Context: an optimization exercise on an open-source flow, tuned for small area. The choices shown serve that exercise and are no tape-out recipe.
In this exercise RTL edits were held to simulation tests only and were not proved equivalent to the original.
Power figures rest on the tool's default switching activity, not on a simulated workload.

==> flow/design.v <==
module FFE_top #(
    parameter DATA_WIDTH = 12,
    parameter NUM_STAGES = 2
) (
    input   wire                            clk,
    input   wire                            rst_n,
    input   wire                            load_in,
    input   wire signed [DATA_WIDTH-1:0]    data_in,
    output  reg  signed [DATA_WIDTH-1:0]    data_out,
    output  reg                             data_valid
);
    reg         q0, q1, sel, enable;
    reg  [1:0]  count;
    reg  [2:0]  nload;
    reg  [11:0] s0, s1, s2;
    reg  [7:0]  s3h;             
    reg         s3z;             
    reg  [11:0] acc;
    wire ls   = q1;
    wire flag = sel | count[0] | count[1];
    wire tap0 = ~count[1] & ~count[0];
    wire tap1 = ~count[1] &  count[0];
    wire tap2 =  count[1] &  count[0];
    wire tap3 =  count[1] & ~count[0];
    always @(posedge clk, negedge rst_n) begin
        if (!rst_n) begin
            q0 <= 1'b0; q1 <= 1'b0; sel <= 1'b0;
            count <= 2'd0; enable <= 1'b0; nload <= 3'd0;
            data_valid <= 1'b0; data_out <= 12'd0;
        end else begin
            q0 <= load_in;
            q1 <= q0;
            sel <= ls;
            count <= flag ? {count[0], ~count[1]} : 2'd0;
            enable <= tap3;
            data_valid <= enable;
            if (enable) data_out <= acc;
            if (ls) nload <= {nload[1], nload[1] | nload[0], ~nload[2]};
        end
    end
    always @(posedge clk)
        if (ls) begin
            s0 <= data_in;
            s1 <= s0;
            s2 <= s1;
            s3h <= s2[11:4];
            s3z <= (s2[3:0] == 4'd0);
        end
    wire v1 = nload[1];
    wire v2 = nload[2];
    wire v3 = nload[2] & ~nload[0];
    wire d0 = tap0;
    wire d1 = tap1 & v1;
    wire d2 = tap2 & v2;
    wire d3 = tap3 & v3;
    wire k1 = s2[0] & s2[2];
    wire k2 = (s2[1] & s2[3]) | (k1 & (s2[1] | s2[3]));
    wire c2 = (s2[2] & s2[4]) | (k2 & (s2[2] | s2[4]));
    wire [11:0] b = ({12{d0}} &  {s0[11], s0[11:1]})
                  | ({12{d1}} & ~{{2{s1[11]}}, s1[11:2]})
                  | ({12{d2}} &  {{3{s2[11]}}, s2[11:3]})
                  | ({12{d3}} & ~{{4{s3h[7]}}, s3h});
    wire cin = (d1 & (s1[1:0] == 2'd0))
             | (d2 & c2)
             | (d3 & s3z);
    wire g = sel & ~tap3 & v2;
    wire [11:0] a = ({12{g}} & {{5{s2[11]}}, s2[11:5]}) | ({12{~sel}} & acc);
    wire [12:0] c;
    wire [11:0] sum;
    assign c[0] = cin;
    genvar i;
    generate
        for (i = 0; i < 12; i = i + 1) begin : rca
            assign sum[i]  = a[i] ^ b[i] ^ c[i];
            assign c[i+1]  = (a[i] & b[i]) | (c[i] & (a[i] ^ b[i]));
        end
    endgenerate
    always @(posedge clk)
        acc <= sum;
endmodule
==> flow/config.mk <==
export PLATFORM = sky130hd
export DESIGN_NAME = FFE_top
export DESIGN_NICKNAME = FFE_top
export VERILOG_FILES = /design/flow/design.v
export SDC_FILE = /design/flow/constraint.sdc
export NUM_CORES = 4
export LEC_CHECK = 0
export CAP_MARGIN = 20
export CORE_MARGIN = 2
export CORE_UTILIZATION = 70
export SLEW_MARGIN = 20
==> flow/constraint.sdc <==
create_clock -name core_clock -period 10.0 [get_ports {clk}]
set_input_delay 2.0000 -clock core_clock [delete_from_list [all_inputs] [get_ports {clk}]]
set_output_delay 2.0000 -clock core_clock [all_outputs]
set_load 0.01 [all_outputs]
standard.sh (not shown) runs the stock make flow with config.mk's settings and CLKGATE_MAP_FILE= SYNTH_SCRIPT=/design/flow/synth_recipe.tcl, a recipe that flattens the netlist after the stock synthesis.
==> flow/flow/run.sh <==
#!/bin/bash
# Own layout flow: the standard flow (standard.sh) with three changes.
#  1. Synthesis uses an area-oriented ABC script (flow/abc_area_nobuf.script)
#     in place of ORFS's speed script; everything else in synthesis is the
#     standard one (synth_recipe.tcl), so the registers are the same.
#  2. The ports are buffered with the smallest buffer, sky130_fd_sc_hd__buf_1.
#  3. Clock tree synthesis builds its tree from sky130_fd_sc_hd__clkbuf_4
#     only (flow/cts_args.txt) and adds no dummy loads.
# Each tool's output goes to a log file of its own in this folder.
set -euo pipefail
here=$(pwd)
rm -rf "$here/scripts_abc"
cp -r "$FLOW_HOME/scripts" "$here/scripts_abc"
cp "$here/flow/abc_area_nobuf.script" "$here/scripts_abc/abc_speed.script"
export BUFFER_PORTS_ARGS="-buffer_cell sky130_fd_sc_hd__buf_1"
export CTS_ARGS="$(cat "$here/flow/cts_args.txt")"
bash standard.sh SCRIPTS_DIR="$here/scripts_abc" synth > "$here/synth.log" 2>&1
bash standard.sh finish > "$here/layout.log" 2>&1
==> flow/flow/abc_area_nobuf.script <==
strash
&get -n
&st
&dch -f -C 10000
&nf -a -R 10000 -C 20
&put
topo
==> flow/flow/cts_args.txt <==
-sink_clustering_enable -repair_clock_nets -dont_use_dummy_load -sink_clustering_size 40 -sink_clustering_max_diameter 200 -buf_list sky130_fd_sc_hd__clkbuf_4
The starting point completed without violations.
Edit:
--- a/flow/flow/run.sh
+++ b/flow/flow/run.sh
@@ -5,6 +5,5 @@
 #     standard one (synth_recipe.tcl), so the registers are the same.
 #  2. The ports are buffered with the smallest buffer, sky130_fd_sc_hd__buf_1.
-#  3. Clock tree synthesis builds its tree from sky130_fd_sc_hd__clkbuf_4
-#     only (flow/cts_args.txt) and adds no dummy loads.
+#  3. Clock tree synthesis uses fewer, larger clusters and no dummy loads.
 # Each tool's output goes to a log file of its own in this folder.
 set -euo pipefail
==> flow/flow/abc_area_nobuf.script (replaced) <==
strash
dch
map -a
topo
==> flow/flow/cts_args.txt (replaced) <==
-sink_clustering_enable -repair_clock_nets -dont_use_dummy_load -sink_clustering_size 80 -sink_clustering_max_diameter 500 -buf_list sky130_fd_sc_hd__clkbuf_16
Settings changed: CORE_UTILIZATION 70 to 40.
=>
- area after synthesis rises by 0.60%
- clock-buffer cell count stays the same
- global-route usage falls by 11 points
- clock skew hardly moves
- sequential share of layout area drops by 5.2 points
- power goes up by 14%
- sequential cell count stays the same
- setup slack is better by 0.0069 ns
- utilization fell by 31 points
Edit:
==> flow/flow/cts_args.txt (replaced) <==
-sink_clustering_enable -repair_clock_nets -dont_use_dummy_load -sink_clustering_size 40 -sink_clustering_max_diameter 200 -buf_list sky130_fd_sc_hd__clkbuf_2 sky130_fd_sc_hd__clkbuf_4
Settings changed: CORE_UTILIZATION 40 to 70.
Now the flow ended with an error in clock tree synthesis.
Synthesized area is unchanged.
Synthesized cell count is unchanged.
Edit:
==> flow/flow/abc_area_nobuf.script (replaced) <==
strash
&get -n
&st
&dch -f -C 10000
&nf -a -R 10000 -C 20
&put
topo
==> flow/flow/cts_args.txt (replaced) <==
-sink_clustering_enable -repair_clock_nets -dont_use_dummy_load -sink_clustering_size 40 -sink_clustering_max_diameter 200 -buf_list sky130_fd_sc_hd__clkbuf_4
Now the flow completed without violations.
Synthesized area shrinks by 0.60%.
Synthesized cell count grows by 10%.
Edit:
==> flow/flow/abc_area_nobuf.script (replaced) <==
strash
dch
map -a
topo
=>
- sequential power increases by about 1%
- total power decreases by 0.33%
- global-route usage increases by 0.41 points
- first-iteration DRC count increases by 26%
- final area increases by 0.72%
- synthesized area increases by 0.60%
Edit:
==> flow/flow/cts_args.txt (replaced) <==
-sink_clustering_enable -repair_clock_nets -dont_use_dummy_load -sink_clustering_size 40 -sink_clustering_max_diameter 200 -buf_list sky130_fd_sc_hd__clkbuf_8
Settings changed: CORE_UTILIZATION 70 to 40.
Result: Setup slack gains 0.031 ns. Synthesized area does not change. Core utilization went down by 33 points. Die area went up by 70%. Fmax went up by 0.48%. Worst hold slack loses 0.018 ns. First-iteration DRC count went down by 42%. Final area went up by 4.2%. Synthesized cell count is unchanged. Routed wire length went down by 2.1%.

## port drivers added, routing unchanged
In the flow no input, the clock included, has a driving cell. The finished layouts below were timed again as built, in two steps.
Step 1 (the two cells are an assumption about what drives the block):
set clk [get_ports {clk}]
set_driving_cell -lib_cell sky130_fd_sc_hd__clkbuf_16 $clk
set_driving_cell -lib_cell sky130_fd_sc_hd__buf_2 [delete_from_list [all_inputs] $clk]
Step 2 also shifts input and output timing later by t, the mid clock arrival at the registers, as if the neighbouring blocks saw the same clock.
Slacks: ideal ports / drivers / drivers and shift; pairs: ideal ports / drivers.
| run | shift t [ns] | setup slack, ns | worst register clock-pin slew, ns |
|---|---|---|---|
| the first run | 0.421 | 3.573 / 3.573 / 3.573 | 0.11 / 0.11 |
| the second run | 0.357 | 3.580 / 3.580 / 3.580 | 0.07 / 0.07 |
| the fourth run | 0.421 | 3.573 / 3.573 / 3.573 | 0.11 / 0.11 |
| the fifth run | 0.418 | 3.535 / 3.535 / 3.535 | 0.11 / 0.11 |
| the sixth run | 0.360 | 3.566 / 3.566 / 3.566 | 0.09 / 0.09 |
After both steps every run listed still meets setup and hold.
